Source: an optimization exercise on an open RTL-to-GDS flow (aim: small area). Production flows keep margins and buffers that such runs may drop.
Only simulation tests tie the RTL to the original design; equivalence was not proved.
The flow treats the clock pin as an ideal source. Dropping or thinning the clock tree relies on that and would not hold on a real chip.
Power is estimated from default activity; no workload was simulated.

## uart_rx
module uart_rx
  #(parameter CLKS_PER_BIT = 104)
  (
   input             i_Clock,
   input             i_Rst,
   input             i_Rx_Serial,
   output reg [15:0] o_Rx_Byte,
   output reg        square_wave,
   output reg        pin1,
   output reg        pin2
   );
  reg       r_Rx_Data;
  reg [3:0] r_Phase;
  reg [6:0] r_Count;         
  reg [7:0] r_Byte;
  reg       r_Hi_Done;       
  reg [23:0] counter;
  reg [15:0] steps;          
  reg [20:0] store;
  reg [20:0] quot;
  reg [15:0] rem;
  wire idle    = (r_Phase == 4'd0);
  wire start   = (r_Phase == 4'd1);
  wire data    = (r_Phase >= 4'd2) && (r_Phase <= 4'd9);
  wire slot8   = (r_Phase == 4'd10);
  wire stopb   = (r_Phase == 4'd11);
  wire cleanup = (r_Phase == 4'd12);
  wire c_zero = (r_Count == 7'd0);
  wire c_top  = r_Count[6] & r_Count[5] & r_Count[2] & r_Count[1] & r_Count[0];
  wire adv_start = start & c_zero;
  wire adv_bit   = (data | slot8 | stopb) & c_zero;
  wire upd       = stopb & c_top;        
  always @(posedge i_Clock) begin
    if (i_Rst) begin
      r_Rx_Data <= 1'b1;
      r_Phase   <= 4'd0;
      r_Hi_Done <= 1'b0;
    end else begin
      r_Rx_Data <= i_Rx_Serial;
      if (idle) begin
        if (!r_Rx_Data) r_Phase <= 4'd1;
      end else if (adv_start) begin
        r_Phase <= r_Rx_Data ? 4'd0 : 4'd2;
      end else if (adv_bit | cleanup) begin
        r_Phase <= cleanup ? 4'd0 : r_Phase + 4'd1;
      end
      if (slot8 & c_zero) r_Hi_Done <= ~r_Hi_Done;
    end
  end
  always @(posedge i_Clock)
    r_Count <= idle ? 7'd51 : c_zero ? 7'd103 : r_Count - 7'd1;
  always @(posedge i_Clock)
    if (data & c_zero) r_Byte <= {r_Rx_Data, r_Byte[7:1]};
  always @(posedge i_Clock) begin
    if (i_Rst)
      o_Rx_Byte <= 16'd0;
    else if (upd) begin
      if (r_Hi_Done) o_Rx_Byte[15:8] <= r_Byte;
      else           o_Rx_Byte[7:0]  <= r_Byte;
    end
  end
  ...
Size in the first run: ~140 flip-flops, ~22 I/O pins, about 0.0053 mm² of cells after synthesis.
==> flow/config.mk <==
export PLATFORM = sky130hd
export DESIGN_NAME = uart_rx
export DESIGN_NICKNAME = uart_rx
export VERILOG_FILES = /design/flow/design.v
export SDC_FILE = /design/flow/constraint.sdc
export NUM_CORES = 4
export LEC_CHECK = 0
export CAP_MARGIN = 20
export CORE_MARGIN = 2
export CORE_UTILIZATION = 70
export SLEW_MARGIN = 20
==> flow/constraint.sdc <==
create_clock -name core_clock -period 100.0 [get_ports {i_Clock}]
set_input_delay 20.0000 -clock core_clock [delete_from_list [all_inputs] [get_ports {i_Clock}]]
set_output_delay 20.0000 -clock core_clock [all_outputs]
set_load 0.01 [all_outputs]
standard.sh (not shown) runs the stock make flow with config.mk's settings and CLKGATE_MAP_FILE= SYNTH_SCRIPT=/design/flow/synth_recipe.tcl, a recipe that flattens the netlist after the stock synthesis.
==> flow/flow/run.sh <==
#!/bin/bash
# The standard layout (standard.sh) with three changes:
#  - synthesis maps the logic with an area-oriented ABC script
#    (flow/abc_area.script) and without ORFS's adder cell extraction; the
#    rest of synthesis (register mapping, flattening, renaming) is the standard flow's
#    standard synthesis, unchanged;
#  - the clock tree is built by hand: one root buffer and a few leaf buffers
#    (flow/cts_hook.tcl);
#  - the port buffers are the smallest buffer cell.
# Each tool's output stays in ORFS's logs under orfs/logs; make's output is in
# flow_make.log.
set -euo pipefail
here=$(pwd)

# synthesis: ORFS's synth.tcl with the abc call pointed at our script
sed -e 's#^  log_cmd abc {\*}\$abc_args$#  set abc_args [lreplace $abc_args 1 1 '"$here"'/flow/abc_area.script]\n  log_cmd abc {*}$abc_args#' \
  "$FLOW_HOME/scripts/synth.tcl" > "$here/synth_custom.tcl"
grep -q "abc_area.script" "$here/synth_custom.tcl"
sed -e 's#^source \$::env(SCRIPTS_DIR)/synth.tcl$#source '"$here"'/synth_custom.tcl#' \
  "$here/synth_recipe.tcl" > "$here/synth_recipe_custom.tcl"
grep -q "synth_custom.tcl" "$here/synth_recipe_custom.tcl"
sed -e 's#SYNTH_SCRIPT=[^ ]*#SYNTH_SCRIPT='"$here"'/synth_recipe_custom.tcl ADDER_MAP_FILE=#' \
  "$here/standard.sh" > "$here/standard_custom.sh"
grep -q "synth_recipe_custom.tcl ADDER_MAP_FILE=" "$here/standard_custom.sh"

export PRE_CTS_TCL=$here/flow/cts_hook.tcl
export MCTS_NBUF=12
export MCTS_BCELL=sky130_fd_sc_hd__clkbuf_4
export MCTS_RCELL=sky130_fd_sc_hd__clkbuf_8
export BUFFER_PORTS_ARGS="-buffer_cell sky130_fd_sc_hd__buf_1"
bash "$here/standard_custom.sh" > "$here/flow_make.log" 2>&1
==> flow/flow/abc_area.script <==
strash
&get -n
&fraig -x
&put
scorr
dc2
strash
&get -n
&dch -f
&nf -R 1000
&put
==> flow/flow/cts_hook.tcl <==
# Manual clock buffering: the clock port drives one root buffer, which drives
# nbuf leaf buffers (or the registers directly when nbuf is 0); registers are
# split among the leaves by position.
proc manual_cts {nbuf bcell {rcell sky130_fd_sc_hd__clkbuf_16}} {
  set block [ord::get_db_block]
  set port_net [$block findNet i_Clock]
  set sinks {}
  foreach it [$port_net getITerms] {
    if {[$it isInputSignal]} { lappend sinks $it }
  }
  set master [[ord::get_db] findMaster $rcell]
  set root [odb::dbInst_create $block $master clkroot]
  set rnet [odb::dbNet_create $block clknet_root]
  $rnet setSigType CLOCK
  [$root findITerm A] connect $port_net
  [$root findITerm X] connect $rnet
  # centroid of sinks
  set n [llength $sinks]
  set sx 0; set sy 0
  foreach it $sinks {
    set b [[$it getInst] getBBox]
    set sx [expr {$sx + ([$b xMin] + [$b xMax]) / 2}]
    set sy [expr {$sy + ([$b yMin] + [$b yMax]) / 2}]
  }
  set cx [expr {$sx / $n}]; set cy [expr {$sy / $n}]
  $root setLocation $cx $cy
  $root setPlacementStatus PLACED
  if {$nbuf == 0} {
    foreach it $sinks { $it disconnect; $it connect $rnet }
    return
  }
  # split sinks into nbuf groups by angle around the centroid
  set lst {}
  foreach it $sinks {
    set b [[$it getInst] getBBox]
    set x [expr {([$b xMin] + [$b xMax]) / 2 - $cx}]
    set y [expr {([$b yMin] + [$b yMax]) / 2 - $cy}]
    lappend lst [list [expr {atan2($y, $x)}] $it $x $y]
  }
  set lst [lsort -real -index 0 $lst]
  set bm [[ord::get_db] findMaster $bcell]
  for {set k 0} {$k < $nbuf} {incr k} {
    set lo [expr {$k * $n / $nbuf}]; set hi [expr {($k + 1) * $n / $nbuf}]
    set buf [odb::dbInst_create $block $bm clkleaf_$k]
    set net [odb::dbNet_create $block clknet_leaf_$k]
    $net setSigType CLOCK
    [$buf findITerm A] connect $rnet
    [$buf findITerm X] connect $net
    set gx 0; set gy 0
    for {set i $lo} {$i < $hi} {incr i} {
      set e [lindex $lst $i]
      set it [lindex $e 1]
      $it disconnect; $it connect $net
      set gx [expr {$gx + [lindex $e 2]}]; set gy [expr {$gy + [lindex $e 3]}]
    }
    set m [expr {$hi - $lo}]
    $buf setLocation [expr {int($cx + $gx / $m)}] [expr {int($cy + $gy / $m)}]
    $buf setPlacementStatus PLACED
  }
}

# ORFS's cts.tcl calls clock_tree_synthesis after this hook; build the tree
# by hand instead (one root buffer, a few leaf buffers).
rename clock_tree_synthesis tritoncts_unused
proc clock_tree_synthesis {args} {
  manual_cts $::env(MCTS_NBUF) $::env(MCTS_BCELL) $::env(MCTS_RCELL)
}
Edit:
--- a/flow/flow/run.sh
+++ b/flow/flow/run.sh
@@ -26,5 +26,5 @@
 export PRE_CTS_TCL=$here/flow/cts_hook.tcl
-export MCTS_NBUF=12
-export MCTS_BCELL=sky130_fd_sc_hd__clkbuf_4
-export MCTS_RCELL=sky130_fd_sc_hd__clkbuf_8
+export MCTS_NBUF=8
+export MCTS_BCELL=sky130_fd_sc_hd__clkbuf_8
+export MCTS_RCELL=sky130_fd_sc_hd__clkbuf_16
 export BUFFER_PORTS_ARGS="-buffer_cell sky130_fd_sc_hd__buf_1"
--- a/flow/config.mk
+++ b/flow/config.mk
@@ -9,3 +9,3 @@
 export CORE_MARGIN = 2
-export CORE_UTILIZATION = 70
+export CORE_UTILIZATION = 40
 export SLEW_MARGIN = 20
Effect: The new run passed the timing, design-rule and antenna checks; setup slack degrades by 0.24 ns; core utilization came out lower by 34 points; final cell count increases by 10%; worst hold slack improves by 0.0055 ns.
Edit:
==> flow/flow/run.sh (replaced) <==
#!/bin/bash
# ORFS layout (the standard.sh) with two changes: the clock tree is built
# by hand (one root buffer and a few leaf buffers, see cts_hook.tcl) and the
# port buffers are the smallest buffer cell.
set -euo pipefail
here=$(pwd)
export PRE_CTS_TCL=$here/flow/cts_hook.tcl
export MCTS_NBUF=8
export MCTS_BCELL=sky130_fd_sc_hd__clkbuf_8
export MCTS_RCELL=sky130_fd_sc_hd__clkbuf_16
export BUFFER_PORTS_ARGS="-buffer_cell sky130_fd_sc_hd__buf_1"
bash standard.sh > $here/flow_make.log 2>&1
removed: flow/flow/abc_area.script
The changed run passed the timing, design-rule and antenna checks. Cell count went up slightly. Sequential cell count is unchanged. Power went down slightly. Clock power is about the same. Combinational power went up by roughly a tenth. Via count went down by a few percent. Fmax went down slightly. Setup slack degrades by 0.088 ns.
In every run of this note, the design's own scripts or RTL, not TritonCTS, make the clock network.

uart_rx, a different RTL version from the one above (not shown whole).
Size: about 130 flip-flops, ~22 I/O pins.
Settings: LEC_CHECK=0, CAP_MARGIN=0, CORE_MARGIN=2, CORE_UTILIZATION=65, GPL_TIMING_DRIVEN=0, PLACE_DENSITY=0.85, SLEW_MARGIN=0; clock period 100.0 ns.
==> flow/flow/run.sh <==
#!/bin/bash
set -euo pipefail
here=$(pwd)

python3 "$here/flow/make_synth.py" "$here" "$FLOW_HOME"
sed -e 's#SYNTH_SCRIPT=[^ ]*#SYNTH_SCRIPT='"$here"'/synth_recipe_multi.tcl ADDER_MAP_FILE=#' \
  "$here/standard.sh" > "$here/standard_custom.sh"
grep -q "synth_recipe_multi.tcl ADDER_MAP_FILE=" "$here/standard_custom.sh"

export PRE_CTS_TCL=$here/flow/cts_hook.tcl
export MCTS_NBUF=6
export MCTS_BCELL=sky130_fd_sc_hd__inv_8
export MCTS_RCELL=sky130_fd_sc_hd__inv_12
export BUFFER_PORTS_ARGS="-buffer_cell sky130_fd_sc_hd__buf_1"
bash "$here/standard_custom.sh" > "$here/flow_make.log" 2>&1
Other scripts of this flow, unchanged in this note and not shown: flow/flow/abc_a.script, flow/flow/abc_b.script, flow/flow/abc_c.script, flow/flow/abc_d.script, flow/flow/abc_e.script, flow/flow/abc_f.script, flow/flow/abc_g.script, flow/flow/abc_h.script, flow/flow/abc_i.script, flow/flow/abc_j.script, flow/flow/cts_hook.tcl, flow/flow/make_synth.py
Rerun with:
PLACE_DENSITY = default   (was 0.85)
The new run finished clean.
Die area stays the same.
Synthesized cell count is unchanged.
Power rose by 0.31%.
Wire length fell by 1.6%.
Global-route usage fell by 0.26 points.
First-iteration DRC count fell by about 19%.
Sequential power stays flat.
Sequential share of layout area hardly moves.
Fmax stays flat.
Cell count stays the same.
Flip-flop and latch count is unchanged.
Rerun with:
CORE_UTILIZATION = 50   (was 65)
PLACE_DENSITY = 0.9   (was default)
Combinational power falls by a few percent.
Cell count rises by a few percent.
Synthesized area stays the same.
Routed wire length rose by a few percent.
Via count went up by a few percent.
Utilization drops by 18 points.
Sequential share of layout area came out lower by 0.23 points.
Flip-flop and latch count stays the same.
No run of this note takes its clock network from TritonCTS; it comes from the design's own scripts or RTL.

[static timing again, ports no longer ideal]
Ports are ideal in the flow. The routed layouts listed here were re-timed in OpenROAD. Step 1 assumes that a clkbuf_16 drives the clock port and a buf_2 every other input. Step 2 times the ports against the registers' clock, not the clock port: input delays grow and output delays shrink by t, the midpoint of the rising clock arrivals with the driver on. a / b / c = ideal / step 1 / step 2; a / b = the first two.
run | t, ns | setup slack, ns | hold WS [ns] | worst data-port slew with drivers (ns)
the first run of note 1 | 0.425 | 78.984 / 78.951 / 78.865 | 0.345 / 0.345 / 0.345 | 0.03
the second run of note 1 | 0.379 | 78.742 / 78.759 / 78.381 | 0.351 / 0.351 / 0.351 | 0.03
the third run of note 1 | 0.382 | 78.653 / 78.675 / 78.293 | 0.347 / 0.347 / 0.347 | 0.03
the first run of note 2 | 0.218 | 78.610 / 78.550 / 78.769 | 0.354 / 0.354 / 0.354 | 0.03
the second run of note 2 | 0.221 | 78.600 / 78.543 / 78.764 | 0.353 / 0.353 / 0.353 | 0.03
the third run of note 2 | 0.221 | 78.559 / 78.499 / 78.447 | 0.356 / 0.356 / 0.356 | 0.03
After both steps setup and hold are still met in every run listed. The setup slack of the second run of note 1, which loses most, moves by +0.017 ns with the drivers and by -0.361 ns with both steps.
